This design comes from an exercise in tuning for small area, a short achievable clock period and few clock cycles per item on the open sky130 flow, not from production work.
RTL that was checked went through simulation tests only; none was proved equivalent to the original.
No activity file was given, so power comes from the tool's default toggle rates.

== JK ==
// Int2Ieee754
module Int2Ieee754
#
(
	parameter	inputDataLength	=	32
)
(
    input 	CLK,
    input 	RST,
    input	[inputDataLength-1:0] 		IntInput,
    input	inputCS,
	 output	reg 	[31:0] 		Data754,
    output 	reg					outputCS
    );
clock: 4.0 ns
lec_check: 0
cap_margin: 20
core_margin: 2
core_utilization: 40
slew_margin: 20
run.sh (not shown) runs the stock make flow with config.mk's settings and CLKGATE_MAP_FILE= SYNTH_SCRIPT=/design/flow/synth_recipe.tcl, a recipe that flattens the netlist after the stock synthesis.
JK: PASS, flow complete, no timing, DRC or antenna violations
Testbench counts of JK, summed over its fixed seeds: cycles 4,800, items 2,400.
[inputs] MS vs JK
- GPL_TIMING_DRIVEN now 0, previously not set
==> flow/flow/run.sh (new file) <==
#!/bin/bash
cp standard.sh synth_recipe.tcl config.mk constraint.sdc out/ 2>/dev/null
export BUFFER_PORTS_ARGS="-buffer_cell sky130_fd_sc_hd__buf_1"
bash standard.sh > standard.log 2>&1
==> flow/standard.sh (new file) <==
#!/bin/bash
# synth_recipe.tcl (not shown) runs the flow's synth.tcl, then flattens the netlist and writes it again
# the make line also repeats each setting of config.mk as NAME=value (left out here)
make -C /OpenROAD-flow-scripts/flow DESIGN_CONFIG=/design/flow/config.mk WORK_HOME=/design/flow/orfs CLKGATE_MAP_FILE= SYNTH_SCRIPT=/design/flow/synth_recipe.tcl "${@:-finish}"
removed: flow/run.sh
Results
Diff MS..JK | die area | unchanged. Per the comparison of MS with JK, clock period minus worst slack went down, area used by multi-input combinational logic went up, maximum single-stage delay on the critical path went down, global-route wire length before repair went down, share of cell area taken by multi-input logic gates went up. Going from JK to MS, final area -about 20%, total wire length after detailed routing now sits lower, design internal power now smaller. Compared with JK, sum of net half-perimeters after detailed placement in MS decreased by more than 10%. Relative to JK, fmax increased by about 0.8% in MS.

---

== build 87 ==
Another version of the RTL of Int2Ieee754 (not shown whole).
Size in the first run: about 400 cells after synthesis, about 35 flip-flops, about 68 I/O pins, ~0.0031 mm2 of cells after synthesis.
Design Int2Ieee754, start of the top module:
module Int2Ieee754
#
(
	parameter	inputDataLength	=	32
)
(
    input 	CLK,
    input 	RST,
    input	[inputDataLength-1:0] 		IntInput,
    input	inputCS,
	 output	reg 	[31:0] 		Data754,
    output 	reg					outputCS
    );
Settings: LEC_CHECK=0, CAP_MARGIN=20, CORE_MARGIN=2, CORE_UTILIZATION=40, GPL_TIMING_DRIVEN=0, SETUP_SLACK_MARGIN=1.8, SLEW_MARGIN=20; clock period 4.0 ns.
standard.sh (not shown) runs the stock make flow with config.mk's settings and CLKGATE_MAP_FILE= SYNTH_SCRIPT=/design/flow/synth_recipe.tcl, a recipe that flattens the netlist after the stock synthesis.
==> flow/flow/run.sh <==
#!/bin/bash
# The standard layout, with small buf_1 cells as the port buffers.
export BUFFER_PORTS_ARGS="-buffer_cell sky130_fd_sc_hd__buf_1"

bash standard.sh > standard.log 2>&1
In summary, build 87 completed successfully, with a layout that passed the timing, DRC and antenna checks.
### build 87 -> build 92
Settings: SETUP_SLACK_MARGIN now 1.4, was 1.8.
Delta (build 92 minus build 87): simple-gate area share of the yosys netlist flat; design area down about 21%. Per the comparison of build 92 with build 87, detailed placement HPWL fell by 160 um, sequential share of layout area rose by 6.0 points. The higher setup slack after layout of build 87 and build 92 is in build 87.
--- input diff build 92..build 83 ---
Settings: SETUP_SLACK_MARGIN changed from 1.4 to 2.1.
### Flow results
Per the comparison of build 83 with build 92, sequential share of layout area has decreased; leakage power figure moved up; fraction of layout cells with a size suffix above 1 now sits higher; filler cell count in the final layout went down. Build 83 against build 92; final cell count is up by a little under 10%. In the reports for build 92 and build 83, the larger final worst clock skew belongs to build 92. Going from build 92 to build 83, post-synthesis to final-layout area growth grows by 52 points. Looking at worst hold slack after final layout, build 83 sits 4.6 ps higher than build 92 does. From build 92 to build 83, sequential fraction of the synthesis area did not move at all. Summary of build 83 over build 92: fmax now larger; post-CTS setup buffer count now larger.
Function was not checked in any run of this note: the RTL went through the layout flow alone.

---

== branch pepper ==
Int2Ieee754, a different RTL version from the one above (not shown whole).
Size: about 31 flip-flops.
clock: 4.0 ns
lec_check: 0
cap_margin: 20
core_margin: 2
core_utilization: 40
gpl_timing_driven: 0
setup_slack_margin: 1.2
slew_margin: 20
Scripts as last shown in full above: flow/flow/run.sh
branch pepper: full flow OK, the timing, DRC and antenna checks passed
diff inputs: branch pepper => branch fjord
- swapping 1.2 for 1.4 in SETUP_SLACK_MARGIN
==> flow/flow/run.sh <==
#!/bin/bash
# The standard layout (standard.sh), with two changes:
#  - the port buffers are small buf_1 cells;
#  - synthesis maps the logic with flow/abc.script (an area-oriented ABC script)
#    instead of ORFS's abc_speed.script. Everything else in synthesis is
#    synth_recipe.tcl unchanged, so the registers are the standard synthesis's.
set -e
here=$(pwd)
export BUFFER_PORTS_ARGS="-buffer_cell sky130_fd_sc_hd__buf_1"
{
  echo "proc abc {args} { set i [lsearch -exact \$args -script]; if {\$i >= 0} { lset args [expr {\$i + 1}] $here/flow/abc.script }; yosys abc {*}\$args }"
  cat synth_recipe.tcl
} > my_synth.tcl
sed "s#SYNTH_SCRIPT=[^ ]*#SYNTH_SCRIPT=$here/my_synth.tcl#" standard.sh > my_standard.sh
bash my_standard.sh > standard.log 2>&1
==> flow/flow/abc.script (new file) <==
strash
&get -n
&st
&dch
&nf -R 1000
&put
topo
Critical path buffer and inverter count (branch fjord over branch pepper): increase, 6
Looking at reported net switching power across branch pepper and branch fjord, the one that comes out lower is branch pepper.
branch fjord improves on branch pepper in combined area of all synthesized cells.
Compared branch fjord vs branch pepper, and cell area after placement is down in branch fjord.
Compared with branch pepper, branch fjord shows a part of the cycle the worst path needs that is 16 points higher.
Between branch pepper and branch fjord, the flow reports design area increasing by more than 10%.
The final non-filler cell total in branch fjord was lower than what branch pepper gave.
Compared branch pepper against branch fjord; number of sequential storage elements within noise.
Diff branch fjord..branch pepper | count of final setup violators | unchanged
Re half-perimeter wire length of the detailed placement result: branch fjord is about 30% down on branch pepper.
Function was not checked in any run of this note: the RTL went through the layout flow alone.

afterwards: timing with drivers on the ports:
The results above use ideal ports. As a check the final layouts listed here were re-extracted and re-timed, cells and wires unchanged. Step 1 assumes that a clkbuf_16 drives the clock port and a buf_2 every other input. Step 2 moves the port delays by t, midway between the first and last clock arrival at a register: inputs arrive t later, outputs are due t later. That takes back most of the time a late clock gives input paths. Three values: ideal ports, drivers, drivers and shift; two values: the first two.
| run | t, ns | setup WS [ns] | clock arrival spread, ns |
|---|---|---|---|
| JK | 0.312 | 0.217 / 0.216 / -0.097 | 0.005 / 0.005 |
| MS | 0.303 | 0.248 / 0.254 / -0.049 | 0.009 / 0.010 |
| build 87 | 0.298 | 1.527 / 1.500 / 1.330 | 0.009 / 0.009 |
| build 92 | 0.300 | 1.446 / 1.450 / 1.149 | 0.008 / 0.009 |
| build 83 | 0.308 | 1.604 / 1.574 / 1.350 | 0.005 / 0.005 |
| branch pepper | 0.303 | 1.321 / 1.329 / 1.026 | 0.004 / 0.004 |
| branch fjord | 0.302 | 0.689 / 0.685 / 0.383 | 0.003 / 0.003 |
With both steps, setup timing fails in JK and MS, where it was met with ideal ports. The setup slack of JK, which loses most, moves by -0.001 ns with the drivers and by -0.314 ns with both steps.
